Source: an optimization exercise on an open RTL-to-GDS flow (aim: small area and a short achievable clock period). Production flows keep margins and buffers that such runs may drop.
Where RTL was checked, it was by simulation tests only, not by an equivalence proof against the original.
For runs 4 to 6, only the layout was checked, not whether the RTL still works.

`design/flow/standard.sh`:
```
#!/bin/bash
# synth_recipe.tcl (not shown) runs the flow's synth.tcl, then flattens the netlist and writes it again
# the make line also repeats each setting of config.mk as NAME=value (left out here)
make -C /OpenROAD-flow-scripts/flow DESIGN_CONFIG=/design/flow/config.mk WORK_HOME=/design/flow/orfs CLKGATE_MAP_FILE= SYNTH_SCRIPT=/design/flow/synth_recipe.tcl "${@:-finish}"
```
`design/flow/flow/run.sh`:
```
#!/bin/bash
set -o pipefail
bash standard.sh 'SETUP_SLACK_MARGIN=7.0' 'CTS_CLUSTER_SIZE=30' 'CTS_CLUSTER_DIAMETER=60' 'BUFFER_PORTS_ARGS=-buffer_cell sky130_fd_sc_hd__buf_2' finish 2>&1 | tee standard.log
```
`design/flow/config.mk`:
```
export PLATFORM = sky130hd
export DESIGN_NAME = filter_mlab
export DESIGN_NICKNAME = filter_mlab
export VERILOG_FILES = /design/flow/design.v
export SDC_FILE = /design/flow/constraint.sdc
export NUM_CORES = 4
export LEC_CHECK = 0
export CAP_MARGIN = 20
export CORE_MARGIN = 2
export CORE_UTILIZATION = 40
export SLEW_MARGIN = 20
```
`design/flow/design.v`:
```
`timescale 1 ns / 1 ns
module filter_mlab
               (
                i_clk,
                i_clk_enable,
                i_reset_n,
                filter_in,
                filter_out
                );
  input   i_clk;
  input   i_clk_enable;
  input   i_reset_n;
  input   signed [17:0] filter_in;
  output  signed [17:0] filter_out;
  reg  [3:0] cur_count;             
  reg  [3:0] vcnt;                  
  reg  signed [17:0] r [0:10];
  reg  signed [17:0] output_register;
  reg        is_s;                  
  reg  [3:0] sel1;                  
  reg  [3:0] sel2;                  
  wire [3:0] cnt_n  = is_s ? 4'd0 : cur_count + 4'd1;
  wire [3:0] vcnt_n = (is_s && vcnt != 4'd11) ? vcnt + 4'd1 : vcnt;
  function v;
    input [3:0] vc;
    input [3:0] a;
    v = (a < vc);
  endfunction
  reg [3:0] s1_n, s2_n;
  always @* begin
    s1_n = 4'd0;
    s2_n = 4'd0;
    case (cnt_n)
      4'd0: begin s1_n[0] = v(vcnt_n, 4'd7);  s2_n[0] = v(vcnt_n, 4'd6); end
      4'd1: begin s1_n[1] = v(vcnt_n, 4'd1);  s2_n[1] = v(vcnt_n, 4'd1); end
      4'd2: begin s1_n[1] = v(vcnt_n, 4'd7);  s2_n[0] = v(vcnt_n, 4'd7); end
      4'd3: begin s1_n[2] = v(vcnt_n, 4'd2);                             end
      4'd4: begin s1_n[3] = v(vcnt_n, 4'd9);  s2_n[2] = v(vcnt_n, 4'd5); end
      4'd5: begin s1_n[2] = v(vcnt_n, 4'd3);                             end
      4'd6: begin s1_n[3] = v(vcnt_n, 4'd10);                            end
      4'd7: begin s1_n[0] = v(vcnt_n, 4'd5);  s2_n[3] = v(vcnt_n, 4'd5); end
      default: begin s1_n[1] = v(vcnt_n, 4'd10); s2_n[1] = v(vcnt_n, 4'd10); end
    endcase
  end
  always @(posedge i_clk or negedge i_reset_n)
    if (!i_reset_n) begin
      cur_count <= 4'd8;
      vcnt      <= 4'd0;
      is_s      <= 1'b1;
      sel1      <= 4'd0;
      sel2      <= 4'd0;
    end
    else if (i_clk_enable) begin
      cur_count <= cnt_n;
      vcnt      <= vcnt_n;
      is_s      <= (cnt_n == 4'd8);
      sel1      <= s1_n;
      sel2      <= s2_n;
    end
  integer i;
  always @(posedge i_clk)
    if (i_clk_enable) begin
      r[0] <= is_s ? filter_in : r[10];
      for (i = 1; i < 11; i = i + 1)
        r[i] <= r[i-1];
    end
  wire [24:0] x5  = {{7{r[5][17]}},  r[5]};
  wire [24:0] x8  = {{7{r[8][17]}},  r[8]};
  wire [24:0] x10 = {{7{r[10][17]}}, r[10]};
  wire [24:0] v1 = ({25{sel1[0]}} & x8)
                 | ({25{sel1[1]}} & (x10 << 2))
                 | ({25{sel1[2]}} & (x10 << 3))
                 | ({25{sel1[3]}} & (x8 << 3));
  wire [24:0] v2 = ({25{sel2[0]}} & (x10 << 4))
                 | ({25{sel2[1]}} & x10)
                 | ({25{sel2[2]}} & (x5 << 3))
                 | ({25{sel2[3]}} & (x8 << 2));
  reg  [24:0] acc;
  reg         c1, c2;
  wire [24:0] base = is_s ? 25'd16 : acc;
  wire        ci1  = c1 & ~is_s;
  wire        ci2  = c2 & ~is_s;
  wire [24:0] nv1  = ~v1;
  wire [24:0] hs   = base ^ nv1 ^ v2;
  wire [24:0] hc   = (base & nv1) | (base & v2) | (nv1 & v2);
  wire [8:0]  s0   = {1'b0, hs[7:0]}   + {1'b0, hc[6:0], 1'b1};
  wire [9:0]  s1w  = {1'b0, hs[15:8], 1'b1} + {1'b0, hc[14:7], ci1};
  wire [9:0]  s2w  = {hs[24:16], 1'b1}      + {hc[23:15], ci2};
  wire [8:0]  s1   = s1w[9:1];
  wire [8:0]  s2   = s2w[9:1];
  always @(posedge i_clk)
    if (i_clk_enable) begin
      acc <= {s2[8:0], s1[7:0], s0[7:0]};
      c1  <= s0[8];
      c2  <= s1[8];
    end
  wire [16:0] hi   = acc[24:8] + {8'd0, c2, 7'd0, c1};
  wire [19:0] q    = {hi, acc[7:5]};
  wire        tie  = (acc[4:0] == 5'd0);
  wire        pos_ovf = ~q[19] & (q[18] | q[17]);
  wire        neg_ovf =  q[19] & ~(q[18] & q[17]);
  wire [17:0] yr   = {q[17:1], q[0] & ~tie};
  wire [17:0] y    = (vcnt == 4'd0) ? 18'd0 :
                     pos_ovf ? 18'h1ffff : neg_ovf ? 18'h20000 : yr;
  always @(posedge i_clk or negedge i_reset_n)
    if (!i_reset_n)
      output_register <= 18'sd0;
    else if (i_clk_enable && is_s)
      output_register <= y;
  assign filter_out = output_register;
endmodule
```
`design/flow/constraint.sdc`:
```
create_clock -name core_clock -period 10.0 [get_ports {i_clk}]
set_input_delay 2.0000 -clock core_clock [delete_from_list [all_inputs] [get_ports {i_clk}]]
set_output_delay 2.0000 -clock core_clock [all_outputs]
set_load 0.01 [all_outputs]
```
==> metrics.log, run 1 <==
[metrics] status: no timing/DRC/antenna violations
[metrics] Final Cycle Share: 30.79%
[metrics] register area share after synthesis: 66.07%
[metrics] remaining antenna violation count after routing: 0
[metrics] count of yosys warnings during synthesis: 2
[metrics] number of max-slew violations in the final report: 0
[metrics] CTS tree: yes
[metrics] wire length of the first global-routing pass: 35870 um
[metrics] critical path startpoint category: flop
[metrics] total area of multi-input combinational cells: 3846 um2
[metrics] overall die area: 30270 um2
[metrics] final setup skew: 0.01800 ns
[metrics] headroom to the max-slew limit: 47.33%
[metrics] PortBufs: 38
[metrics] dominant synthesized flop cell: edfxtp_1
[metrics] kind of critical path: reg2reg
[metrics] required arrival time at the worst endpoint: 10.25 ns
[metrics] net total in the final layout: 941
[metrics] wire length after detailed routing: 22890 um
[metrics] Detailed Routing Iterations Pass 1: 5
[metrics] die width: 174.0 um
[metrics] syn nets: 854
[metrics] vias in the first global route: 6395
[metrics] number of storage elements in the synthesis netlist: 260
[metrics] per-cell via count in the routed design: 5.262
[metrics] Synth-to-Final Area Change: 17.82%
[metrics] starting utilization of the core area: 40.48%
[metrics] GRT Residual Overflow: 0
[metrics] setup repair after global routing missed its margin: true
[metrics] RD Place Congestion: 0.7861
[metrics] depth of the most critical reg-to-reg path: 11
[metrics] time the worst path needs with I/O delays and setup: 3.079 ns
[metrics] area occupied by registers: 7650 um2
[metrics] number of fill cells: 2482
[metrics] Critical Path Sink: acc[15]
[metrics] maximum clock insertion buffer count: 3
[metrics] GR Util All Layers: 15.12%
[metrics] clock insertion delay at the later pin of the skew report: 0.51 ns
[metrics] start of the worst register-to-register path: sel1[1]
[metrics] CP endpoint kind: flop
[metrics] data arrival time of the worst path: 3.33 ns
[metrics] largest net degree at the start of global routing: 90
[metrics] total vias in the final route: 6635
[metrics] antenna violations before repair: 0
[metrics] Rows: 62
[metrics] worst slack at placement: 5.177 ns
[metrics] peak clock frequency supported by timing: 324.8 MHz
[metrics] setup violators final: 0
[metrics] Total Negative Setup Slacks: 0 ns
[metrics] CTS H-Tree Depth: 1
[metrics] HPWL after DPL: 13740 um
[metrics] share of post-route cells with drive strength above 1: 23.38%
[metrics] number of flops mapped to enable cells by yosys: 225
[metrics] Final Worst Setup Slack: 6.921 ns
[metrics] Post-Syn Area: 11560 um2
[metrics] Clock Root Buffer: clkbuf_16
[metrics] Async S/R FF share, synth: 13.46%
[metrics] vertical die dimension: 174.0 um
[metrics] type of the most critical hold path: reg2reg
[metrics] number of sinks on the clock net: 260
[metrics] mean cell area of the mapped netlist: 14.87 um2
[metrics] top-level port count: 39
[metrics] transition time at the pin with the least slew margin: 0.7900 ns
[metrics] setup slack on the worst flop-to-flop path: 6.92 ns
[metrics] wire length per cell after detailed routing: 18.15 um
[metrics] hold violation count in the final report: 0
[metrics] capturing point of the worst reg2reg path: acc[15]
[metrics] timing startpoint of the critical path: sel1[1]
[metrics] ant diodes: 0
[metrics] number of DRC violations after detailed-routing iteration 0: 456
[metrics] maximum capacitance violations: 0
[metrics] largest fanout of any net on the critical path: 8
[metrics] number of distinct standard cells referenced by the synthesized netlist: 64
[metrics] Residual DRC: 0
[metrics] Placeable Area: 28550 um2
[metrics] Mapped Cells: 777
[metrics] clock slew at reported path FFs: 0.07 ns
[metrics] CTS Buf Count: 20
[synthesized netlist by cell type (7+ instances only)]
master | instances | area, um2
a221oi_1 | 15 | 131.4
nand3_1 | 17 | 85.08
a22oi_1 | 31 | 232.7
clkbuf_1 | 23 | 86.33
fa_1 | 27 | 540.5
a21oi_1 | 27 | 135.1
mux2_2 | 21 | 236.5
or3_1 | 7 | 43.79
xnor2_1 | 29 | 254.0
nor2b_1 | 23 | 143.9
a221o_1 | 12 | 120.1
ha_1 | 29 | 362.9
nor2_1 | 22 | 82.58
a22o_1 | 16 | 140.1
nor3_1 | 8 | 40.04
o21ai_0 | 21 | 105.1
edfxtp_1 | 225 | 6756
nand2_1 | 44 | 165.2
inv_1 | 33 | 123.9
dfrtp_1 | 33 | 825.8
nand2b_1 | 17 | 106.4
xor2_1 | 10 | 87.58
[what timing repair did]
action                                  4_1_cts  5_1_grt
gates cloned                                  3        0
pin swaps                                    10        4
gates resized for setup                      39       13
hold buffers                                  0        0
buffers inserted                             38       11
endpoints found under the setup margin      223       36
[layer usage]
layer / wire [um] / vias up / track usage, %
li1: - / 3137 / -
met1: 10740 / 3292 / 22.31
met2: 10370 / 167 / 23.21
met3: 1077 / 39 / 2.275
met4: 700 / 0 / 4.692
met5: 0 / - / 0
[critical path: stages (launching register included)]
cell and delay, ns:
dfrtp_1 0.42, buf_12 0.15, a22o_1 0.23, a221oi_2 0.22, fa_1 0.51, fa_2 0.39, a21o_1 0.18, a21oi_2 0.13
nor2b_1 0.06, o21a_1 0.18, o221a_2 0.23, xor2_1 0.13
[flip-flops by register name (all words and copies together), names as in the netlist]
register         cells
acc                 25
sel2                 4
c2                   1
vcnt                 4
r                  198
c1                   1
output_register     18
cur_count            4
sel1                 4
is_s                 1
[metrics by stage]
stage | hold WS (ns) | instances | cell area (um2) | utilization [%]
after floorplan | 0.4003 | 777 | 11700 | -
after global placement | 0.4003 | 1174 | 12230 | 42.83
after detailed placement | 0.4045 | 1174 | 12230 | 42.83
after CTS | 0.4189 | 1250 | 13480 | 47.21
after global routing | 0.4184 | 1261 | 13620 | 47.69
final | 0.4144 | 1261 | 13620 | 47.69
[area by class of cell]
type	count	area share [%]
clock buffers	21	3.860
clock inverters	14	1.094
inverters	33	0.9098
multi-input cells	453	28.25
flip-flops and latches	260	56.18
well taps	384	3.529
repair buffers	96	6.175
[worst min path at each step]
| stage | to | from | depth (start not counted) |
|---|---|---|---|
| after floorplan | r[10][0] | r[9][0] | 0 |
| after global placement | r[8][8] | r[7][8] | 0 |
| after detailed placement | r[10][12] | r[9][12] | 0 |
| after CTS | r[3][12] | r[2][12] | 0 |
| after global routing | r[5][14] | r[4][14] | 0 |
| final | r[5][14] | r[4][14] | 0 |
[placed cells by master (no fill, tap or decap), drive strengths merged, types with 5 or more instances in the layout]
| master | Yosys | final |
|---|---|---|
| edfxtp | 225 | 225 |
| buf | 8 | 93 |
| nand2 | 44 | 44 |
| inv | 33 | 42 |
| dfrtp | 33 | 33 |
| a22oi | 31 | 31 |
| xnor2 | 30 | 30 |
| ha | 29 | 29 |
| a21oi | 29 | 29 |
| fa | 27 | 27 |
| nor2b | 23 | 23 |
| nor2 | 22 | 22 |
| o21ai | 22 | 22 |
| mux2 | 21 | 21 |
| clkbuf | 23 | 21 |
| nand2b | 17 | 17 |
| nand3 | 17 | 17 |
| a22o | 16 | 16 |
| a221oi | 15 | 15 |
| a221o | 12 | 12 |
| xor2 | 11 | 11 |
| nor3 | 8 | 8 |
| or3 | 8 | 8 |
| nand4 | 6 | 6 |
| and3 | 6 | 6 |
| o22a | 5 | 5 |
| and2 | 5 | 5 |
| or2 | 5 | 5 |
[kinds of logic after synthesis]
logic type / count (synthesis) / share of synthesized area, %
compound gates: 161 / 10.57
mux: 25 / 2.393
buf+inv: 64 / 2.155
simple gates: 170 / 7.763
xor+xnor: 41 / 3.237
flops: 260 / 66.07
fa+ha+maj: 56 / 7.817
==> run 2, diff against run 1 <==
==> design/flow/flow/run.sh (replaced) <==
#!/bin/bash
set -o pipefail
bash standard.sh 'SETUP_SLACK_MARGIN=7.0' 'CTS_BUF_LIST=sky130_fd_sc_hd__clkbuf_8' 'BUFFER_PORTS_ARGS=-buffer_cell sky130_fd_sc_hd__buf_2' finish 2>&1 | tee standard.log
==> run 2 against run 1 <==
Worst hold slack worse by 0.0026 ns. Global-route usage rose by 0.45 points. Clock skew up 0.011 ns. Fmax hardly changed. Critical path depth unchanged. Wire length increased by 7.3%. Sequential share of layout area shrank 1.1 points. Synthesized cell count did not move. Sequential cell count is the same. Critical path type unchanged.
==> metrics.log, run 2 <==
[metrics] status: no timing/DRC/antenna violations
[metrics] maximum capacitance violations: 0 (unchanged)
[metrics] number of DRC violations after detailed-routing iteration 0: 519 (+14%)
[metrics] syn nets: 854 (unchanged)
[metrics] clock insertion delay at the later pin of the skew report: 0.56 ns (+0.05 ns)
[metrics] headroom to the max-slew limit: 46.52% (-0.81 points)
[metrics] Final Cycle Share: 30.79% (about the same)
[metrics] utilization after layout: 48.70% (+1.0 points)
[metrics] cell with the largest stage delay on the worst path: fa_1
[metrics] met1 layer wirelength in the final routing: 11290 um (+5.1%)
[metrics] CTS H-Tree Depth: 2 (+1)
[metrics] dominant cell type by area after synthesis: edfxtp_1
[metrics] net total in the final layout: 976 (+3.7%)
[metrics] number of sinks on the clock net: 260 (unchanged)
[metrics] setup repair after global routing missed its margin: true
[metrics] wire length of the first global-routing pass: 36920 um (+2.9%)
[metrics] most common library cells after synthesis: 225 x edfxtp_1, 44 x nand2_1, 33 x dfrtp_1, 33 x inv_1, 31 x a22oi_1
[metrics] top-level port count: 39 (unchanged)
[metrics] mean cell area of the mapped netlist: 14.87 um2 (unchanged)
[metrics] Clock Root Buffer: clkbuf_8
[metrics] capturing point of the worst reg2reg path: acc[23]
[metrics] CP endpoint kind: flop
[metrics] dominant synthesized flop cell: edfxtp_1
[metrics] wire length per cell after detailed routing: 18.67 um (+2.9%)
[metrics] largest fanout of any net on the critical path: 8 (unchanged)
[metrics] count of yosys warnings during synthesis: 2 (unchanged)
[metrics] top register by number of flip-flops: r
[metrics] critical path startpoint category: flop
[metrics] maximum clock insertion buffer count: 3 (unchanged)
[metrics] transition time at the pin with the least slew margin: 0.8021 ns (+0.01211 ns)
[metrics] list of cells traversed by the critical path: buf_12 -> a22o_1 -> a221oi_2 -> fa_1 -> fa_2 -> a21o_1 -> a21oi_2 -> nor2b_1 -> o21a_1 -> o211ai_1 -> xnor2_1
[metrics] total length of routed met3 wires: 1570 um (+46%)
[metrics] HPWL after DPL: 13740 um (unchanged)
[metrics] highest metal used: met4
[metrics] number of fill cells: 2476 (-0.24%)
[metrics] Async S/R FF share, synth: 13.46% (unchanged)
[metrics] CTS tree: yes
[metrics] ant diodes: 0 (unchanged)
[metrics] register area share after synthesis: 66.07% (unchanged)
[metrics] number of storage elements in the synthesis netlist: 260 (unchanged)
[metrics] start of the worst register-to-register path: sel1[1]
[metrics] wire length after detailed routing: 24570 um (+7.3%)
[metrics] Final Worst Setup Slack: 6.921 ns (-0.0005400 ns)
[metrics] data arrival time of the worst path: 3.39 ns (+0.06 ns)
[metrics] total vias in the final route: 6895 (+3.9%)
[metrics] number of max-slew violations in the final report: 0 (unchanged)
[metrics] RD Place Congestion: 0.7861 (unchanged)
[metrics] depth of the most critical reg-to-reg path: 11 (unchanged)
[metrics] overall die area: 30270 um2 (unchanged)
[metrics] kind of critical path: reg2reg
[metrics] starting utilization of the core area: 40.48% (unchanged)
[metrics] GRT Residual Overflow: 0 (unchanged)
[metrics] vias in the first global route: 6610 (+3.4%)
[metrics] Synth area leaders: edfxtp_1 58%, dfrtp_1 7.1%, fa_1 4.7%
[metrics] cell with the most instances after synthesis: edfxtp_1
[metrics] type of the most critical hold path: reg2reg
[metrics] time the worst path needs with I/O delays and setup: 3.079 ns (+0.0005400 ns)
[metrics] Worst Hold Path Cells: 0 (unchanged)
[metrics] Rows: 62 (unchanged)
[metrics] setup slack on the worst flop-to-flop path: 6.92 ns (about the same)
[metrics] metal2 WL: 11130 um (+7.4%)
[metrics] antenna violations before repair: 0 (unchanged)
[metrics] registers with the most flip-flops: r: 198 flops, acc: 25 flops, output_register: 18 flops
[metrics] Synth-to-Final Area Change: 20.30%
[metrics] start point of the worst min-delay path: r[3][8]
[metrics] clock slew at reported path FFs: 0.06 ns (about the same)
[metrics] per-cell via count in the routed design: 5.239 (-0.42%)
[metrics] Post-Syn Area: 11560 um2 (unchanged)
[metrics] Worst Hold Slack: 0.4118 ns (-0.002612 ns)
[metrics] cts-stage hold buffer count: 0 (unchanged)
[metrics] Total Negative Setup Slacks: 0 ns (unchanged)
[metrics] Residual DRC: 0 (unchanged)
[metrics] CTS Buf Count: 43 (+110%)
[metrics] number of flip-flops in the largest register: 198 (unchanged)
[metrics] final setup skew: 0.02861 ns (+0.01062 ns)
[metrics] commonest cells after routing, fill and taps aside: 225 x edfxtp_1, 54 x buf_4, 45 x clkbuf_8, 44 x inv_1, 41 x nand2_1
[metrics] PortBufs: 38 (unchanged)
[metrics] hold violation count in the final report: 0 (unchanged)
[metrics] commonest non-fill, non-tap cell in the layout: edfxtp_1
[metrics] Placeable Area: 28550 um2 (unchanged)
[metrics] number of distinct standard cells referenced by the synthesized netlist: 64 (unchanged)
[metrics] peak clock frequency supported by timing: 324.7 MHz (about the same)
[metrics] Mapped Cells: 777 (unchanged)
[metrics] top-area cell type share of the netlist area: 58.47% (unchanged)
[metrics] number of flops mapped to enable cells by yosys: 225 (unchanged)
[metrics] remaining antenna violation count after routing: 0 (unchanged)
[metrics] required arrival time at the worst endpoint: 10.31 ns (+0.06 ns)
[metrics] GR Util All Layers: 15.58% (+0.45 points)
[metrics] slowest stage delay, CP: 0.51 ns (about the same)
[metrics] vertical die dimension: 174.0 um (unchanged)
[metrics] die width: 174.0 um (unchanged)
[metrics] endpoint of the worst hold path: r[4][8]
[metrics] largest net degree at the start of global routing: 90 (unchanged)
[metrics] setup violators final: 0 (unchanged)
[metrics] share of post-route cells with drive strength above 1: 26.61% (+3.2 points)
[metrics] worst slack at placement: 5.177 ns (unchanged)
[metrics] Detailed Routing Iterations Pass 1: 5 (unchanged)
## run 2: cell counts after synthesis
Identical to the previous run, type by type.
## run 2: layout make-up
cell class / instances / area, um2 / share of cell area [%]
clock inverters: 33 / 198.9 / 1.431
flip-flops and latches: 260 / 7655 / 55.06
repair buffers: 108 / 939.7 / 6.759
clock buffers: 45 / 619.3 / 4.455
well taps: 384 / 480.5 / 3.456
multi-input cells: 453 / 3885 / 27.95
inverters: 33 / 123.9 / 0.8910
## run 2: worst max path at each step
stage               slack (ns)             end           startpoint  cells after the start
global placement          5.22        r[7][14]         i_clk_enable                      3
CTS                       6.89  filter_out[14]  output_register[14]                      1
detailed placement        5.18        r[5][15]         i_clk_enable                      3
floorplan                 6.88         acc[15]                 is_s                     13
global route              6.81         acc[23]              sel1[1]                     11
finish                    6.92         acc[23]              sel1[1]                     11
## run 2: cells by family (layout without fill, tap and decap cells)
family	after synthesis	after routing	synth area share [%]
DFF	260	260	66.07
and+or+nand+nor	170	170	7.763
AOI/OAI and AO/OA	161	161	10.57
buffers and inverters	64	219	2.155
adders and majority gates	56	56	7.817
xor gates and xnor gates	41	41	3.237
muxes	25	25	2.393
## run 2: layer usage
| metal | vias up | track usage (%) |
|---|---|---|
| met5 | - | 0 |
| met4 | 0 | 4.867 |
| met3 | 54 | 3.325 |
| met2 | 211 | 23.90 |
| met1 | 3418 | 22.32 |
| li1 | 3212 | - |
## run 2: repair_timing
| item | 4_1_cts | 5_1_grt |
|---|---|---|
| gates cloned | 2 | 1 |
| endpoints found under the setup margin | 223 | 31 |
| resized for setup | 37 | 23 |
| pin swaps | 9 | 8 |
| buffers inserted | 33 | 28 |
## run 2: critical path: cells and delay by family (launching register included)
kind            cells  cell delay [ns]
simple gates        1             0.06
flops               1             0.41
xor+xnor            1             0.10
fa+ha+maj           2             0.90
buf+inv             1             0.15
compound gates      6             1.20
## run 2: metrics by stage
step	cell area, um2	cells
after CTS	13540	1287
after floorplan	11700	777
final	13900	1316
after global placement	12230	1174
after detailed placement	12230	1174
after global routing	13900	1316
==> run 3, diff against run 2 <==
==> design/flow/flow/run.sh (replaced) <==
#!/bin/bash
# Standard ORFS layout (the standard.sh, unchanged synthesis) with a
# tighter setup-repair target so that timing repair works towards a short
# achieved period. The clock period and constraints are not changed.
set -o pipefail
bash standard.sh SETUP_SLACK_MARGIN=7.0  finish 2>&1 | tee standard.log
==> run 3 against run 2 <==
Largest cell class unchanged. Register-to-register slack got worse by 0.03 ns. Clock skew down 0.012 ns. Sequential cell count stayed put. Still clean on timing, DRC and antenna.
==> metrics.log, run 3 <==
[metrics] status: no timing/DRC/antenna violations
[metrics] registers with the most flip-flops: r: 198 flops, acc: 25 flops, output_register: 18 flops
[metrics] multiplexer area fraction after synthesis: 2.393% (unchanged)
[metrics] Total Negative Setup Slacks: 0 ns (unchanged)
[metrics] commonest cells after routing, fill and taps aside: 225 x edfxtp_1, 56 x buf_4, 42 x nand2_1, 32 x inv_1, 30 x a22oi_1
[metrics] maximum capacitance violations: 0 (unchanged)
[metrics] slowest stage delay, CP: 0.51 ns (about the same)
[metrics] critical path startpoint category: flop
[metrics] vertical die dimension: 174.0 um (unchanged)
[metrics] Detailed Routing Iterations Pass 1: 7 (+2)
[metrics] data arrival time of the worst path: 3.40 ns (about the same)
[metrics] wire length per cell after detailed routing: 18.94 um (+1.4%)
[metrics] time the worst path needs with I/O delays and setup: 3.110 ns (+0.03078 ns)
[metrics] Synth area leaders: edfxtp_1 58%, dfrtp_1 7.1%, fa_1 4.7%
[metrics] wire length after detailed routing: 24470 um (-0.42%)
[metrics] PortBufs: 38 (unchanged)
[metrics] number of flip-flops in the largest register: 198 (unchanged)
[metrics] setup repair after global routing missed its margin: true
[metrics] Placeable Area: 28550 um2 (unchanged)
[metrics] fraction of the mapped netlist area in compound gates: 10.57% (unchanged)
[metrics] Synth-to-Final Area Change: 23.38%
[metrics] Async S/R FF share, synth: 13.46% (unchanged)
[metrics] largest fanout of any net on the critical path: 7 (-1)
[metrics] setup violators final: 0 (unchanged)
[metrics] HPWL after DPL: 13880 um (+1.0%)
[metrics] synthesized-area fraction occupied by and/or/nand/nor cells: 7.763% (unchanged)
[metrics] share of post-route cells with drive strength above 1: 24.45% (-2.2 points)
[metrics] most common library cells after synthesis: 225 x edfxtp_1, 44 x nand2_1, 33 x dfrtp_1, 33 x inv_1, 31 x a22oi_1
[metrics] clock insertion delay at the later pin of the skew report: 0.55 ns (about the same)
[metrics] GRT Residual Overflow: 0 (unchanged)
[metrics] Clock Root Buffer: clkbuf_16
[metrics] Rows: 62 (unchanged)
[metrics] CTS H-Tree Depth: 1 (-1)
[metrics] cell with the largest stage delay on the worst path: fa_1
[metrics] crit-path leading delay family: compound AO/OA/AOI/OAI gates
[metrics] Synth Area in XOR/XNOR: 3.237% (unchanged)
[metrics] synthesized-area fraction occupied by adder cells: 7.817% (unchanged)
[metrics] number of storage elements in the synthesis netlist: 260 (unchanged)
[metrics] overall die area: 30270 um2 (unchanged)
[metrics] register area share after synthesis: 66.07% (unchanged)
[metrics] count of yosys warnings during synthesis: 2 (unchanged)
[metrics] headroom to the max-slew limit: 45.78% (-0.74 points)
[metrics] maximum clock insertion buffer count: 3 (unchanged)
[metrics] final setup skew: 0.01700 ns (-0.01161 ns)
[metrics] required arrival time at the worst endpoint: 10.29 ns (-0.02 ns)
[metrics] top-area cell type share of the netlist area: 58.47% (unchanged)
[metrics] die width: 174.0 um (unchanged)
[metrics] cell with the most instances after synthesis: edfxtp_1
[metrics] list of cells traversed by the critical path: buf_12 -> a22o_1 -> a221oi_2 -> fa_1 -> fa_2 -> a21o_1 -> a21oi_2 -> nor2b_1 -> o21a_1 -> o221a_2 -> xor2_1
[metrics] kind of critical path: reg2reg
[metrics] RD Place Congestion: 0.7634 (-2.9%)
[metrics] total vias in the final route: 6818 (-1.1%)
[metrics] dominant synthesized flop cell: edfxtp_1
[metrics] mean cell area of the mapped netlist: 14.87 um2 (unchanged)
[metrics] number of max-slew violations in the final report: 0 (unchanged)
[metrics] syn nets: 854 (unchanged)
[metrics] per-cell via count in the routed design: 5.277 (+0.72%)
[metrics] number of distinct standard cells referenced by the synthesized netlist: 64 (unchanged)
[metrics] peak clock frequency supported by timing: 321.5 MHz (-0.99%)
[metrics] commonest non-fill, non-tap cell in the layout: edfxtp_1
[metrics] dominant cell type by area after synthesis: edfxtp_1
[metrics] sum of buffers and inverters on the critical path: 1 (unchanged)
[metrics] vias in the first global route: 6687 (+1.2%)
[metrics] top-level port count: 39 (unchanged)
[metrics] ant diodes: 0 (unchanged)
[metrics] transition time at the pin with the least slew margin: 0.8132 ns (+0.01109 ns)
[metrics] wire length of the first global-routing pass: 38030 um (+3.0%)
[metrics] clock slew at reported path FFs: 0.06 ns (about the same)
[metrics] Mapped Cells: 777 (unchanged)
[metrics] CTS Buf Count: 28 (-35%)
[metrics] number of sinks on the clock net: 260 (unchanged)
[metrics] number of flops mapped to enable cells by yosys: 225 (unchanged)
[metrics] remaining antenna violation count after routing: 0 (unchanged)
[metrics] antenna violations before repair: 0 (unchanged)
[metrics] CTS tree: yes
[metrics] top register by number of flip-flops: r
[metrics] Final Cycle Share: 31.10% (+0.31 points)
[metrics] starting utilization of the core area: 40.48% (unchanged)
[metrics] largest net degree at the start of global routing: 90 (unchanged)
[metrics] Post-Syn Area: 11560 um2 (unchanged)
[metrics] type of the most critical hold path: reg2reg
[metrics] Residual DRC: 0 (unchanged)
[metrics] net total in the final layout: 964 (-1.2%)
[metrics] main combinational cell family by area after synthesis: compound AO/OA/AOI/OAI gates
[metrics] CP endpoint kind: flop
[metrics] hold violation count in the final report: 0 (unchanged)
[metrics] number of DRC violations after detailed-routing iteration 0: 559 (+7.7%)
[metrics] GR Util All Layers: 16.08% (+0.50 points)
run 3: cell counts after synthesis:
No cell type changed its count.
run 3: path summary, 6_finish.rpt:
| check | slack, ns | depth (start not counted) | to | start |
|---|---|---|---|---|
| min in group asynchronous | 1.55 | 1 | cur_count[1] | i_reset_n |
| max in group asynchronous | 7.84 | 1 | sel1[0] | i_reset_n |
| hold reg to reg | 0.41 | 0 | r[5][2] | r[4][2] |
| setup / recovery | 6.89 | 11 | acc[15] | sel1[1] |
| setup reg to reg | 6.89 | 11 | acc[15] | sel1[1] |
| hold / removal | 0.41 | 0 | r[5][2] | r[4][2] |
run 3: what timing repair did:
item / in CTS / in global routing
cloned: 3 / 0
pin swaps: 11 / 15
buffers inserted: 43 / 23
setup endpoints to repair: 228 / 37
endpoints found under the hold margin: 0 / 0
hold buffers: 0 / 0
resized for setup: 119 / 37
run 3: kinds of logic after synthesis:
group,Yosys count
multiplexers,25
XOR/XNOR,41
flip-flops,260
AND/OR/NAND/NOR,170
adder cells (fa/ha/maj),56
buffers and inverters,64
AO/OA/AOI/OAI,161
run 3: metrics by stage:
stage	area (um2)	hold WS, ns	instances	util, %	setup WS (ns)
after floorplan	11700	0.4003	777	-	6.882
after detailed placement	12390	0.4045	1172	43.41	5.165
after CTS	13890	0.4122	1269	48.66	6.921
after global placement	12390	0.4004	1172	43.41	5.223
after global routing	14260	0.4161	1292	49.94	6.794
final	14260	0.4111	1292	49.94	6.890
run 3: final cells by class:
type | count | area (um2)
multi-input combinational | 453 | 3961
clock buffer | 35 | 726.9
tap | 384 | 480.5
timing repair buffer | 111 | 1062
sequential | 260 | 7665
clock inverter | 16 | 237.7
inverter | 33 | 123.9
fill | 2463 | 14290
run 3: routing by layer:
metal  share of wire, %  vias to the layer above  GRT usage (%)
li1                   -                     3184              -
met1                 47                     3403          23.35
met2                 45                      185          24.97
met3                5.4                       46          2.887
met4                2.5                        0          4.482
met5                  0                        -              0
==> run 4, diff against run 3 <==
--- a/design/flow/design.v
+++ b/design/flow/design.v
@@ -86,6 +86,4 @@
   wire [8:0]  s0   = {1'b0, hs[7:0]}   + {1'b0, hc[6:0], 1'b1};
-  wire [9:0]  s1w  = {1'b0, hs[15:8], 1'b1} + {1'b0, hc[14:7], ci1};
-  wire [9:0]  s2w  = {hs[24:16], 1'b1}      + {hc[23:15], ci2};
-  wire [8:0]  s1   = s1w[9:1];
-  wire [8:0]  s2   = s2w[9:1];
+  wire [8:0]  s1   = {1'b0, hs[15:8]}  + {1'b0, hc[14:7]} + {8'd0, ci1};
+  wire [8:0]  s2   = {hs[24:16]}       + {hc[23:15]}      + {8'd0, ci2};
   always @(posedge i_clk)
==> run 4 against run 3 <==
Still clean. First-iteration DRC count grew 0.89%. Sequential cell count stayed put. Critical path depth up 1. Count of clock-buffer cells in the layout increased by 5. Global-route usage up 0.21 points. Final area is 0.68% lower. Clock skew up 0.022 ns. Die area barely moved. Critical path type unchanged.
==> metrics.log, run 4 <==
[metrics] status: no timing/DRC/antenna violations
[metrics] number of distinct standard cells referenced by the synthesized netlist: 61 (-4.7%)
[metrics] met1 layer wirelength in the final routing: 11470 um (-0.27%)
[metrics] Final Worst Setup Slack: 6.440 ns (-0.4500 ns)
[metrics] Detailed Routing Iterations Pass 1: 5 (-2)
[metrics] headroom to the max-slew limit: 66.11% (+20 points)
[metrics] wire length after detailed routing: 25000 um (+2.2%)
[metrics] cell area after layout: 14160 um2 (-0.68%)
[metrics] capturing point of the worst reg2reg path: acc[24]
[metrics] depth of the most critical reg-to-reg path: 12 (+1)
[metrics] GR Util All Layers: 16.28% (+0.21 points)
[metrics] top register by number of flip-flops: r
[metrics] dominant synthesized flop cell: edfxtp_1
[metrics] net total in the final layout: 978 (+1.5%)
[metrics] commonest cells after routing, fill and taps aside: 225 x edfxtp_1, 63 x nand2_1, 52 x buf_4, 33 x a22oi_1, 30 x clkbuf_16
[metrics] GRT Residual Overflow: 0 (unchanged)
[metrics] commonest non-fill, non-tap cell in the layout: edfxtp_1
[metrics] Synth-to-Final Area Change: 22.57%
[metrics] top-area cell type share of the netlist area: 58.48% (about the same)
[metrics] Async S/R FF share, synth: 13.46% (unchanged)
[metrics] peak clock frequency supported by timing: 280.9 MHz (-13%)
[metrics] maximum clock insertion buffer count: 3 (unchanged)
[metrics] Post-Syn Area: 11550 um2 (about the same)
[metrics] setup repair after global routing missed its margin: true
[metrics] vias in the first global route: 6754 (+1.0%)
[metrics] CTS Buf Count: 28 (unchanged)
[metrics] Clock Root Buffer: clkbuf_16
[metrics] start point of the worst min-delay path: r[2][8]
[metrics] overall die area: 30260 um2 (about the same)
[metrics] maximum capacitance violations: 0 (unchanged)
[metrics] syn nets: 868 (+1.6%)
[metrics] critical path startpoint category: flop
[metrics] Final Cycle Share: 35.60% (+4.5 points)
[metrics] timing startpoint of the critical path: sel1[1]
[metrics] starting utilization of the core area: 40.47% (about the same)
[metrics] type of the most critical hold path: reg2reg
[metrics] Residual DRC: 0 (unchanged)
[metrics] RD Place Congestion: 0.7909 (+3.6%)
[metrics] ant diodes: 0 (unchanged)
[metrics] antenna violations before repair: 1 (+1)
[metrics] start of the worst register-to-register path: sel1[1]
[metrics] number of storage elements in the synthesis netlist: 260 (unchanged)
[metrics] vertical die dimension: 174.0 um (about the same)
[metrics] kind of critical path: reg2reg
[metrics] setup violators final: 0 (unchanged)
[metrics] highest metal used: met5
[metrics] transition time at the pin with the least slew margin: 0.5075 ns (-0.3057 ns)
[metrics] final setup skew: 0.03852 ns (+0.02152 ns)
[metrics] clock insertion delay at the later pin of the skew report: 0.57 ns (+0.02 ns)
[metrics] number of fill cells: 2436 (-1.1%)
[metrics] Total Negative Setup Slacks: 0 ns (unchanged)
[metrics] wire length per cell after detailed routing: 19.18 um (+1.3%)
[metrics] Placeable Area: 28550 um2 (unchanged)
[metrics] share of post-route cells with drive strength above 1: 23.72% (-0.73 points)
[metrics] placed insts: 1187 (+1.3%)
[metrics] required arrival time at the worst endpoint: 10.28 ns (about the same)
[metrics] Post-Layout Cell Count: 1303 (+0.85%)
[metrics] per-cell via count in the routed design: 5.338 (+1.2%)
[metrics] registers with the most flip-flops: r: 198 flops, acc: 25 flops, output_register: 18 flops
[metrics] mean cell area of the mapped netlist: 14.61 um2 (-1.8%)
[metrics] number of flip-flops in the largest register: 198 (unchanged)
[metrics] total vias in the final route: 6956 (+2.0%)
[metrics] metal2 WL: 11270 um (+2.3%)
[metrics] number of sinks on the clock net: 260 (unchanged)
[metrics] worst slack at placement: 5.798 ns (+0.6328 ns)
[metrics] time the worst path needs with I/O delays and setup: 3.560 ns (+0.4500 ns)
[metrics] number of flops mapped to enable cells by yosys: 225 (unchanged)
[metrics] number of max-slew violations in the final report: 0 (unchanged)
[metrics] count of yosys warnings during synthesis: 2 (unchanged)
[metrics] PortBufs: 38 (unchanged)
[metrics] total length of routed met3 wires: 1537 um (+16%)
[metrics] Rows: 62 (unchanged)
[metrics] largest net degree at the start of global routing: 95 (+5.6%)
[metrics] wire length of the first global-routing pass: 38540 um (+1.3%)
[metrics] Worst Hold Path Cells: 0 (unchanged)
[metrics] dominant cell type by area after synthesis: edfxtp_1
[metrics] HPWL after DPL: 14640 um (+5.5%)
[metrics] Mapped Cells: 791 (+1.8%)
[metrics] register area share after synthesis: 66.08% (about the same)
[metrics] number of DRC violations after detailed-routing iteration 0: 564 (+0.89%)
[metrics] post-placement cell area: 12400 um2 (about the same)
[metrics] CP endpoint kind: flop
[metrics] remaining antenna violation count after routing: 0 (unchanged)
[metrics] setup slack on the worst flop-to-flop path: 6.44 ns (-0.45 ns)
[metrics] die width: 174.0 um (about the same)
[metrics] clock slew at reported path FFs: 0.06 ns (about the same)
[metrics] largest fanout of any net on the critical path: 2 (-5)
[metrics] data arrival time of the worst path: 3.84 ns (+0.44 ns)
[metrics] Synth area leaders: edfxtp_1 58%, dfrtp_1 7.1%, fa_1 5.0%
[metrics] top-level port count: 39 (unchanged)
[metrics] hold violation count in the final report: 0 (unchanged)
[metrics] most common library cells after synthesis: 225 x edfxtp_1, 67 x nand2_1, 34 x a22oi_1, 33 x dfrtp_1, 33 x inv_1
[metrics] endpoint of the worst hold path: r[3][8]
[metrics] CTS tree: yes
[metrics] CTS H-Tree Depth: 1 (unchanged)
[metrics] cell with the most instances after synthesis: edfxtp_1
-- run 4: changes by cell type after synthesis, moves of 4 or more --
cell,delta
nand2_1,+23
nand2b_1,-12
nor2_1,+4
nor2b_1,+4
nor3_1,+4
o22a_1,-5
or3_1,-7
xnor2_1,-5
xor2_1,+4
-- run 4: kinds of logic after synthesis --
| family | share of synthesized area, % |
|---|---|
| flip-flops | 66.08 |
| AO/OA/AOI/OAI | 10.71 |
| adder cells (fa/ha/maj) | 7.949 |
| buffers and inverters | 2.220 |
| XOR/XNOR | 2.881 |
| multiplexers | 2.415 |
| AND/OR/NAND/NOR | 7.743 |
-- run 4: critical path, cell delays in order (launching register included) --
cell and delay [ns]:
dfrtp_2 0.42, buf_12 0.14, a22o_1 0.23, a221oi_4 0.25, fa_1 0.48, fa_2 0.42
fa_2 0.38, a21o_1 0.17, a21oi_2 0.13, nor2b_1 0.06, o21a_1 0.18, o41a_1 0.32
xnor2_1 0.13
-- run 4: through the flow --
| stage | hold slack, ns | util, % |
|---|---|---|
| after floorplan | 0.4003 | - |
| after global placement | 0.4004 | 43.43 |
| after detailed placement | 0.4045 | 43.43 |
| after CTS | 0.4169 | 48.68 |
| after global routing | 0.4198 | 49.61 |
| final | 0.4157 | 49.61 |
-- run 4: area by class of cell --
type	count	area, um2	area share (%)
multi-input cells	466	3899	27.53
inverters	33	127.6	0.9012
flip-flops and latches	260	7650	54.02
clock buffers	40	787.0	5.558
well taps	384	480.5	3.393
clock inverters	8	91.34	0.6450
repair buffers	112	1126	7.952
-- run 4: layer usage --
metal,track usage [%],up-vias
met4,5.042,2
met2,24.82,221
met3,3.084,59
met1,23.78,3464
li1,-,3210
met5,0,-
-- run 4: timing repair --
item / in CTS / in global routing
cloned: 4 / 2
buffers inserted: 47 / 15
hold buffers: 0 / 0
endpoints found under the hold margin: 0 / 0
setup endpoints to repair: 209 / 45
pin swaps: 21 / 23
resized for setup: 127 / 23
-- run 4: worst max-delay path by stage --
| stage | slack, ns | cells after the start | to |
|---|---|---|---|
| after floorplan | 6.55 | 13 | acc[24] |
| after global placement | 5.90 | 6 | output_register[9] |
| after detailed placement | 5.80 | 6 | output_register[11] |
| after CTS | 6.46 | 12 | acc[24] |
| after global routing | 6.36 | 12 | acc[24] |
| final | 6.44 | 12 | acc[24] |
==> run 5, diff against run 4 <==
--- a/design/flow/flow/run.sh
+++ b/design/flow/flow/run.sh
@@ -5,2 +5,2 @@
 set -o pipefail
-bash standard.sh SETUP_SLACK_MARGIN=7.0  finish 2>&1 | tee standard.log
+bash standard.sh SETUP_SLACK_MARGIN=7.5  finish 2>&1 | tee standard.log
==> run 5 against run 4 <==
Synthesized cell count did not move. Largest cell class unchanged. Highest routed layer is now met4. Sequential share of layout area fell by 2.7 points. Fmax rose by 2.9%.
==> metrics.log, run 5 <==
[metrics] Detailed Routing Iterations Pass 1: 7 (+2)
[metrics] capturing point of the worst reg2reg path: acc[24]
[metrics] Clock Root Buffer: clkbuf_16
[metrics] setup repair after global routing missed its margin: true
[metrics] cell area after layout: 14890 um2 (+5.2%)
[metrics] Synth-to-Final Area Change: 28.90%
[metrics] vias in the first global route: 7217 (+6.9%)
[metrics] depth of the most critical reg-to-reg path: 11 (-1)
[metrics] headroom to the max-slew limit: 47.26% (-19 points)
[metrics] CTS Buf Count: 28 (unchanged)
[metrics] Synth area leaders: edfxtp_1 58%, dfrtp_1 7.1%, fa_1 5.0%
[metrics] start point of the worst min-delay path: r[0][13]
[metrics] final setup skew: 0.01614 ns (-0.02238 ns)
[metrics] GR Util All Layers: 16.91% (+0.62 points)
[metrics] worst slack at placement: 5.895 ns (+0.09687 ns)
[metrics] RD Place Congestion: 0.7737 (-2.2%)
[metrics] number of flops mapped to enable cells by yosys: 225 (unchanged)
[metrics] mean cell area of the mapped netlist: 14.61 um2 (unchanged)
[metrics] peak clock frequency supported by timing: 289.0 MHz (+2.9%)
[metrics] slowest stage delay, CP: 0.51 ns (+0.03 ns)
[metrics] placed insts: 1189 (+0.17%)
[metrics] list of cells traversed by the critical path: a22o_1 -> a221oi_2 -> fa_1 -> fa_2 -> fa_2 -> a21o_1 -> a21oi_2 -> nor2b_1 -> o21a_1 -> o41a_1 -> xnor2_1
[metrics] net total in the final layout: 1012 (+3.5%)
[metrics] Mapped Cells: 791 (unchanged)
[metrics] setup slack on the worst flop-to-flop path: 6.54 ns (+0.10 ns)
[metrics] commonest cells after routing, fill and taps aside: 225 x edfxtp_1, 70 x buf_4, 56 x nand2_1, 30 x clkbuf_16, 30 x dfrtp_1
[metrics] dominant synthesized flop cell: edfxtp_1
[metrics] Worst Hold Path Cells: 0 (unchanged)
[metrics] dominant cell type by count on the critical path: fa_2
[metrics] number of storage elements in the synthesis netlist: 260 (unchanged)
[metrics] cell with the most instances after synthesis: edfxtp_1
[metrics] maximum clock insertion buffer count: 3 (unchanged)
[metrics] endpoint of the worst hold path: r[1][13]
[metrics] HPWL after DPL: 14790 um (+1.0%)
[metrics] starting utilization of the core area: 40.47% (unchanged)
[metrics] largest fanout of any net on the critical path: 3 (+1)
[metrics] number of max-slew violations in the final report: 0 (unchanged)
[metrics] Total Negative Setup Slacks: 0 ns (unchanged)
[metrics] top-area cell type share of the netlist area: 58.48% (unchanged)
[metrics] Rows: 62 (unchanged)
[metrics] sum of buffers and inverters on the critical path: 0 (-1)
[metrics] Async S/R FF share, synth: 13.46% (unchanged)
[metrics] post-placement cell area: 12460 um2 (+0.49%)
[metrics] number of flip-flops in the largest register: 198 (unchanged)
[metrics] setup violators final: 0 (unchanged)
[metrics] commonest non-fill, non-tap cell in the layout: edfxtp_1
[metrics] number of distinct standard cells referenced by the synthesized netlist: 61 (unchanged)
[metrics] hold violation count in the final report: 0 (unchanged)
[metrics] status: no timing/DRC/antenna violations
[metrics] overall die area: 30260 um2 (unchanged)
[metrics] wire length per cell after detailed routing: 19.27 um (+0.45%)
[metrics] cell with the largest stage delay on the worst path: dfrtp_4
[metrics] time the worst path needs with I/O delays and setup: 3.460 ns (-0.1001 ns)
[metrics] syn nets: 868 (unchanged)
[metrics] GRT Residual Overflow: 0 (unchanged)
[metrics] ant diodes: 0 (unchanged)
[metrics] wire length after detailed routing: 25840 um (+3.4%)
[metrics] dominant cell type by area after synthesis: edfxtp_1
[metrics] CTS tree: yes
[metrics] maximum capacitance violations: 0 (unchanged)
[metrics] clock insertion delay at the later pin of the skew report: 0.56 ns (about the same)
[metrics] transition time at the pin with the least slew margin: 0.7911 ns (+0.2836 ns)
[metrics] vertical die dimension: 174.0 um (unchanged)
[metrics] total vias in the final route: 7092 (+2.0%)
[metrics] Post-Layout Cell Count: 1341 (+2.9%)
[metrics] most common library cells after synthesis: 225 x edfxtp_1, 67 x nand2_1, 34 x a22oi_1, 33 x dfrtp_1, 33 x inv_1
[metrics] cts-stage hold buffer count: 0 (unchanged)
[metrics] Final Cycle Share: 34.60% (-1.0 points)
[metrics] antenna violations before repair: 0 (-1)
[metrics] data arrival time of the worst path: 3.76 ns (-0.08 ns)
[metrics] critical path startpoint category: flop
[metrics] number of sinks on the clock net: 260 (unchanged)
[metrics] registers with the most flip-flops: r: 198 flops, acc: 25 flops, output_register: 18 flops
[metrics] die width: 174.0 um (unchanged)
[metrics] number of fill cells: 2414 (-0.90%)
[metrics] kind of critical path: reg2reg
[metrics] clock slew at reported path FFs: 0.06 ns (about the same)
[metrics] type of the most critical hold path: reg2reg
[metrics] Final Worst Setup Slack: 6.540 ns (+0.1001 ns)
[metrics] top-level port count: 39 (unchanged)
[metrics] CTS H-Tree Depth: 1 (unchanged)
[metrics] crit-path leading delay family: compound AO/OA/AOI/OAI gates
[metrics] per-cell via count in the routed design: 5.289 (-0.93%)
[metrics] required arrival time at the worst endpoint: 10.30 ns (+0.02 ns)
[metrics] largest net degree at the start of global routing: 88 (-7.4%)
[metrics] register area share after synthesis: 66.08% (unchanged)
[metrics] wire length of the first global-routing pass: 40120 um (+4.1%)
[metrics] start of the worst register-to-register path: sel1[1]
[metrics] count of yosys warnings during synthesis: 2 (unchanged)
[metrics] CP endpoint kind: flop
[metrics] number of DRC violations after detailed-routing iteration 0: 542 (-3.9%)
[metrics] PortBufs: 38 (unchanged)
[metrics] top register by number of flip-flops: r
[metrics] Placeable Area: 28550 um2 (unchanged)
[metrics] share of post-route cells with drive strength above 1: 29.57% (+5.9 points)
[metrics] Worst Hold Slack: 0.4142 ns (-0.001419 ns)
[metrics] Post-Syn Area: 11550 um2 (unchanged)
[metrics] Residual DRC: 0 (unchanged)
[metrics] remaining antenna violation count after routing: 0 (unchanged)
## run 5: timing repair
item / 4_1_cts / 5_1_grt
buffers inserted: 68 / 22
gates cloned: 8 / 2
endpoints found under the setup margin: 200 / 59
pin swaps: 31 / 27
endpoints found under the hold margin: 0 / 0
gates resized for setup: 157 / 30
## run 5: worst max-delay path by stage
stage / from / to / slack, ns / cells after the start
after CTS: sel1[1] / acc[24] / 6.56 / 11
after global placement: i_clk_enable / vcnt[1] / 5.93 / 4
after floorplan: is_s / acc[24] / 6.55 / 13
after detailed placement: i_clk_enable / vcnt[1] / 5.89 / 4
after global routing: sel1[1] / acc[24] / 6.46 / 11
final: sel1[1] / acc[24] / 6.54 / 11
## run 5: per-stage QoR
step / utilization [%]
3_5_place_dp: 43.65
2_1_floorplan: -
4_1_cts: 50.81
5_1_grt: 52.17
3_3_place_gp: 43.65
6_report: 52.17
## run 5: cell families (layout without fill, tap and decap cells)
group	count (synthesis)	after routing	synth area share (%)
and+or+nand+nor	181	181	7.743
AOI/OAI and AO/OA	165	165	10.71
muxes	25	25	2.415
xor gates and xnor gates	38	38	2.881
adders and majority gates	56	56	7.949
DFF	260	260	66.08
buffers and inverters	66	232	2.220
## run 5: area by class of cell
class                   count  area, um2  area share (%)
clock buffers              36      730.7           4.906
well taps                 384      480.5           3.226
clock inverters            16      256.5           1.722
repair buffers            147       1580           10.61
flip-flops and latches    260       7650           51.37
multi-input cells         465       4068           27.31
inverters                  33      127.6          0.8569
## run 5: layer usage
metal | GRT usage [%] | part of all wire [%] | vias to the layer above
met3 | 2.712 | 5.2 | 46
met4 | 5.112 | 2.4 | 0
li1 | - | - | 3280
met1 | 24.45 | 46 | 3549
met2 | 26.44 | 47 | 217
met5 | 0 | 0 | -
==> run 6, diff against run 5 <==
--- a/design/flow/design.v
+++ b/design/flow/design.v
@@ -17,2 +17,3 @@
   reg  signed [17:0] r [0:10];
+  reg  signed [24:0] acc;
   reg  signed [17:0] output_register;
@@ -77,27 +78,17 @@
                  | ({25{sel2[3]}} & (x8 << 2));
-  reg  [24:0] acc;
-  reg         c1, c2;
-  wire [24:0] base = is_s ? 25'd16 : acc;
-  wire        ci1  = c1 & ~is_s;
-  wire        ci2  = c2 & ~is_s;
-  wire [24:0] nv1  = ~v1;
-  wire [24:0] hs   = base ^ nv1 ^ v2;
-  wire [24:0] hc   = (base & nv1) | (base & v2) | (nv1 & v2);
-  wire [8:0]  s0   = {1'b0, hs[7:0]}   + {1'b0, hc[6:0], 1'b1};
-  wire [8:0]  s1   = {1'b0, hs[15:8]}  + {1'b0, hc[14:7]} + {8'd0, ci1};
-  wire [8:0]  s2   = {hs[24:16]}       + {hc[23:15]}      + {8'd0, ci2};
-  always @(posedge i_clk)
-    if (i_clk_enable) begin
-      acc <= {s2[8:0], s1[7:0], s0[7:0]};
-      c1  <= s0[8];
-      c2  <= s1[8];
-    end
-  wire [16:0] hi   = acc[24:8] + {8'd0, c2, 7'd0, c1};
-  wire [19:0] q    = {hi, acc[7:5]};
-  wire        tie  = (acc[4:0] == 5'd0);
-  wire        pos_ovf = ~q[19] & (q[18] | q[17]);
-  wire        neg_ovf =  q[19] & ~(q[18] & q[17]);
-  wire [17:0] yr   = {q[17:1], q[0] & ~tie};
-  wire [17:0] y    = (vcnt == 4'd0) ? 18'd0 :
-                     pos_ovf ? 18'h1ffff : neg_ovf ? 18'h20000 : yr;
+  wire [24:0] base = is_s ? 25'd0 : acc;
+  wire [24:0] hs   = base ^ ~v1 ^ v2;
+  wire [24:0] hc   = (base & ~v1) | (base & v2) | (~v1 & v2);
+  wire [24:0] sum  = hs + {hc[23:0], 1'b1};
+  wire signed [19:0] q    = acc[24:5];
+  wire               up   = acc[4] & ((|acc[3:0]) | acc[5]);
+  wire signed [19:0] qr   = q + {19'd0, up};
+  wire               pos_ovf = ~qr[19] & (qr[18] | qr[17]);
+  wire               neg_ovf =  qr[19] & ~(qr[18] & qr[17]);
+  wire signed [17:0] y    = pos_ovf ? 18'sh1ffff : neg_ovf ? 18'sh20000 : qr[17:0];
+  always @(posedge i_clk or negedge i_reset_n)
+    if (!i_reset_n)
+      acc <= 25'sd0;
+    else if (i_clk_enable)
+      acc <= sum;
   always @(posedge i_clk or negedge i_reset_n)
==> design/flow/run.sh (new file) <==
#!/bin/bash
# synth_recipe.tcl (not shown) runs the flow's synth.tcl, then flattens the netlist and writes it again
# the make line also repeats each setting of config.mk as NAME=value (left out here)
make -C /OpenROAD-flow-scripts/flow DESIGN_CONFIG=/design/flow/config.mk WORK_HOME=/design/flow/orfs CLKGATE_MAP_FILE= SYNTH_SCRIPT=/design/flow/synth_recipe.tcl finish
removed: design/flow/flow/run.sh
removed: design/flow/standard.sh
==> run 6 against run 5 <==
Critical path type unchanged. Sequential share of layout area rose by 3.2 points. Via count rose by 2.3%. Still clean. Highest routed layer unchanged. Critical endpoint is now acc[18]. Final cell count increased by 0.45%. Worst setup slack worse by 0.71 ns.
==> metrics.log, run 6 <==
[metrics] status: no timing/DRC/antenna violations
[metrics] share of post-route cells with drive strength above 1: 11.39% (-18 points)
[metrics] Total Negative Setup Slacks: 0 ns (unchanged)
[metrics] Rows: 63 (+1.6%)
[metrics] Final Cycle Share: 41.66% (+7.1 points)
[metrics] number of flip-flops in the largest register: 198 (unchanged)
[metrics] largest net degree at the start of global routing: 103 (+17%)
[metrics] hold violation count in the final report: 0 (unchanged)
[metrics] wire length of the first global-routing pass: 39440 um (-1.7%)
[metrics] vertical die dimension: 177.0 um (+1.7%)
[metrics] number of distinct standard cells referenced by the synthesized netlist: 67 (+9.8%)
[metrics] dominant cell type by area after synthesis: edfxtp_1
[metrics] cell area after layout: 13650 um2 (-8.4%)
[metrics] type of the most critical hold path: reg2reg
[metrics] CTS tree: yes
[metrics] antenna violations before repair: 0 (unchanged)
[metrics] dominant cell type by count on the critical path: fa_1
[metrics] remaining antenna violation count after routing: 0 (unchanged)
[metrics] post-placement cell area: 12710 um2 (+2.0%)
[metrics] Worst Hold Slack: 0.4114 ns (-0.002894 ns)
[metrics] slowest stage delay, CP: 0.92 ns (+0.41 ns)
[metrics] critical path startpoint category: flop
[metrics] number of DRC violations after detailed-routing iteration 0: 516 (-4.8%)
[metrics] Final Worst Setup Slack: 5.834 ns (-0.7059 ns)
[metrics] Async S/R FF share, synth: 23.26% (+9.8 points)
[metrics] utilization after layout: 46.17% (-6.0 points)
[metrics] Synth-to-Final Area Change: 14.02%
[metrics] setup repair after global routing missed its margin: false
[metrics] GRT Residual Overflow: 0 (unchanged)
[metrics] per-cell via count in the routed design: 5.385 (+1.8%)
[metrics] CTS H-Tree Depth: 1 (unchanged)
[metrics] Clock Root Buffer: clkbuf_16
[metrics] required arrival time at the worst endpoint: 10.43 ns (+0.13 ns)
[metrics] most common library cells after synthesis: 198 x edfxtp_1, 66 x nand2_1, 63 x a21oi_1, 58 x dfrtp_1, 52 x nor2_1
[metrics] register area share after synthesis: 62.24% (-3.8 points)
[metrics] starting utilization of the core area: 40.49% (about the same)
[metrics] HPWL after DPL: 15550 um (+5.1%)
[metrics] number of storage elements in the synthesis netlist: 258 (-0.77%)
[metrics] total vias in the final route: 7254 (+2.3%)
[metrics] maximum clock insertion buffer count: 3 (unchanged)
[metrics] syn nets: 974 (+12%)
[metrics] number of flops mapped to enable cells by yosys: 198 (-12%)
[metrics] post-cts repair resize count: 0 (-100%)
[metrics] placed insts: 1295 (+8.9%)
[metrics] final setup skew: 0.01055 ns (-0.005593 ns)
[metrics] cell with the most instances after synthesis: edfxtp_1
[metrics] number of fill cells: 2688 (+11%)
[metrics] CTS Buf Count: 28 (unchanged)
[metrics] net total in the final layout: 1007 (-0.49%)
[metrics] number of max-slew violations in the final report: 0 (unchanged)
[metrics] Detailed Routing Iterations Pass 1: 5 (-2)
[metrics] Post-CTS Setup Repair Bufs: 0 (-100%)
[metrics] commonest cells after routing, fill and taps aside: 198 x edfxtp_1, 66 x nand2_1, 62 x a21oi_1, 58 x dfrtp_1, 52 x nor2_1
[metrics] Mapped Cells: 902 (+14%)
[metrics] PortBufs: 38 (unchanged)
[metrics] headroom to the max-slew limit: 36.86% (-10 points)
[metrics] sum of buffers and inverters on the critical path: 1 (+1)
[metrics] overall die area: 31320 um2 (+3.5%)
[metrics] top register by number of flip-flops: r
[metrics] cell with the largest stage delay on the worst path: dfrtp_1
[metrics] top-area cell type share of the netlist area: 49.68% (-8.8 points)
[metrics] CP endpoint kind: flop
[metrics] wire length after detailed routing: 24470 um (-5.3%)
[metrics] clock insertion delay at the later pin of the skew report: 0.54 ns (-0.02 ns)
[metrics] wire length per cell after detailed routing: 18.17 um (-5.7%)
[metrics] die width: 177.0 um (+1.7%)
[metrics] cts-stage hold buffer count: 0 (unchanged)
[metrics] setup violators final: 0 (unchanged)
[metrics] kind of critical path: reg2reg
[metrics] count of yosys warnings during synthesis: 2 (unchanged)
[metrics] peak clock frequency supported by timing: 240.0 MHz (-17%)
[metrics] GR Util All Layers: 15.92% (-0.99 points)
[metrics] ant diodes: 0 (unchanged)
[metrics] Synth area leaders: edfxtp_1 50%, dfrtp_1 12%, fa_1 4.2%
[metrics] setup slack on the worst flop-to-flop path: 5.83 ns (-0.71 ns)
[metrics] vias in the first global route: 7235 (+0.25%)
[metrics] commonest non-fill, non-tap cell in the layout: edfxtp_1
[metrics] time the worst path needs with I/O delays and setup: 4.166 ns (+0.7059 ns)
[metrics] crit-path leading delay family: compound AO/OA/AOI/OAI gates
[metrics] Placeable Area: 29560 um2 (+3.5%)
[metrics] mean cell area of the mapped netlist: 13.27 um2 (-9.2%)
[metrics] largest fanout of any net on the critical path: 19 (+16)
[metrics] dominant synthesized flop cell: edfxtp_1
[metrics] RD Place Congestion: 0.8538 (+10%)
[metrics] Post-Layout Cell Count: 1347 (+0.45%)
[metrics] data arrival time of the worst path: 4.60 ns (+0.84 ns)
[metrics] clock slew at reported path FFs: 0.06 ns (about the same)
[metrics] top-level port count: 39 (unchanged)
[metrics] transition time at the pin with the least slew margin: 0.9471 ns (+0.1560 ns)
[metrics] Residual DRC: 0 (unchanged)
[metrics] registers with the most flip-flops: r: 198 flops, acc: 25 flops, output_register: 18 flops
[metrics] worst slack at placement: 5.142 ns (-0.7527 ns)
[metrics] maximum capacitance violations: 0 (unchanged)
[metrics] Post-Syn Area: 11970 um2 (+3.6%)
[metrics] list of cells traversed by the critical path: nand2_1 -> fa_1 -> inv_1 -> fa_1 -> a211oi_1 -> o211ai_1 -> a31oi_2 -> o21ai_1 -> a221oi_2 -> xnor2_1 -> mux2_2
[metrics] number of sinks on the clock net: 258 (-0.77%)
## run 6: cell types whose count changed in the layout (fill, tap and decap cells not counted), moves of 15 or more
cell / change
buf_6: -21
buf_4: -65
buf_2: -15
dfrtp_1: +28
o21ai_0: +18
nor2_1: +29
edfxtp_1: -27
mux2_2: +19
clkdlybuf4s50_1: +18
a21oi_1: +46
## run 6: final cells by class
type,count,area (um2),area share (%)
multi-input cells,571,4239,31.06
repair buffers,43,417.9,3.062
inverters,33,123.9,0.9077
well taps,390,488.0,3.576
clock buffers,39,783.3,5.739
clock inverters,13,145.1,1.064
flip-flops and latches,258,7450,54.59
## run 6: cell families after synthesis
| family | count (synthesis) | synth area share (%) |
|---|---|---|
| AOI/OAI and AO/OA | 228 | 12.81 |
| xor gates and xnor gates | 42 | 3.073 |
| adders and majority gates | 51 | 6.899 |
| buffers and inverters | 73 | 2.373 |
| DFF | 258 | 62.24 |
| muxes | 42 | 3.910 |
| and+or+nand+nor | 208 | 8.698 |
## run 6: final timing paths
kind / from / depth (start not counted) / end
max reg2reg: sel2[1] / 11 / acc[18]
max: sel2[1] / 11 / acc[18]
max in group asynchronous: i_reset_n / 2 / cur_count[2]
min reg2reg: r[4][5] / 0 / r[5][5]
min in group asynchronous: i_reset_n / 2 / output_register[0]
min: r[4][5] / 0 / r[5][5]
## run 6: layer usage
| layer | share of wire [%] | global-route usage (%) | vias up |
|---|---|---|---|
| met1 | 49 | 23.51 | 3589 |
| li1 | - | - | 3448 |
| met2 | 45 | 24.87 | 183 |
| met5 | 0 | 0 | - |
| met3 | 4.3 | 2.277 | 34 |
| met4 | 1.8 | 3.822 | 0 |
## run 6: worst reg2reg max path, cell delays in order, from the launching register on
cell      delay (ns)
dfrtp_1         0.92
nand2_1         0.15
fa_1            0.57
inv_1           0.08
fa_1            0.48
a211oi_1        0.37
o211ai_1        0.20
a31oi_2         0.31
o21ai_1         0.29
a221oi_2        0.33
xnor2_1         0.09
mux2_2          0.26

==> re-timing with driven ports <==
Ports are ideal in the flow. The routed layouts listed here were re-timed in OpenROAD.
Step 1, drivers: a clkbuf_16 drives i_clk and a buf_2 each remaining input, both assumed.
Step 2, shift: input delay + t, output delay - t, t = (earliest + latest rising clock arrival at the registers) / 2. This alone moves slack from input paths to output paths.
Slacks: ideal ports / drivers / drivers and shift; pairs: ideal ports / drivers.
run | t (ns) | slack for setup (ns) | cell pins on the clock port's net
run 1 | 0.552 | 6.921 / 6.921 / 6.397 | 1
run 2 | 0.591 | 6.921 / 6.882 / 6.293 | 1
run 3 | 0.592 | 6.890 / 6.886 / 6.406 | 1
run 4 | 0.593 | 6.440 / 6.440 / 6.440 | 1
run 5 | 0.599 | 6.540 / 6.540 / 6.540 | 1
run 6 | 0.587 | 5.834 / 5.834 / 5.424 | 1
After both steps every run listed still meets setup and hold. For run 2, which loses most, drivers alone change the setup slack by -0.039 ns; drivers and shift together by -0.628 ns.
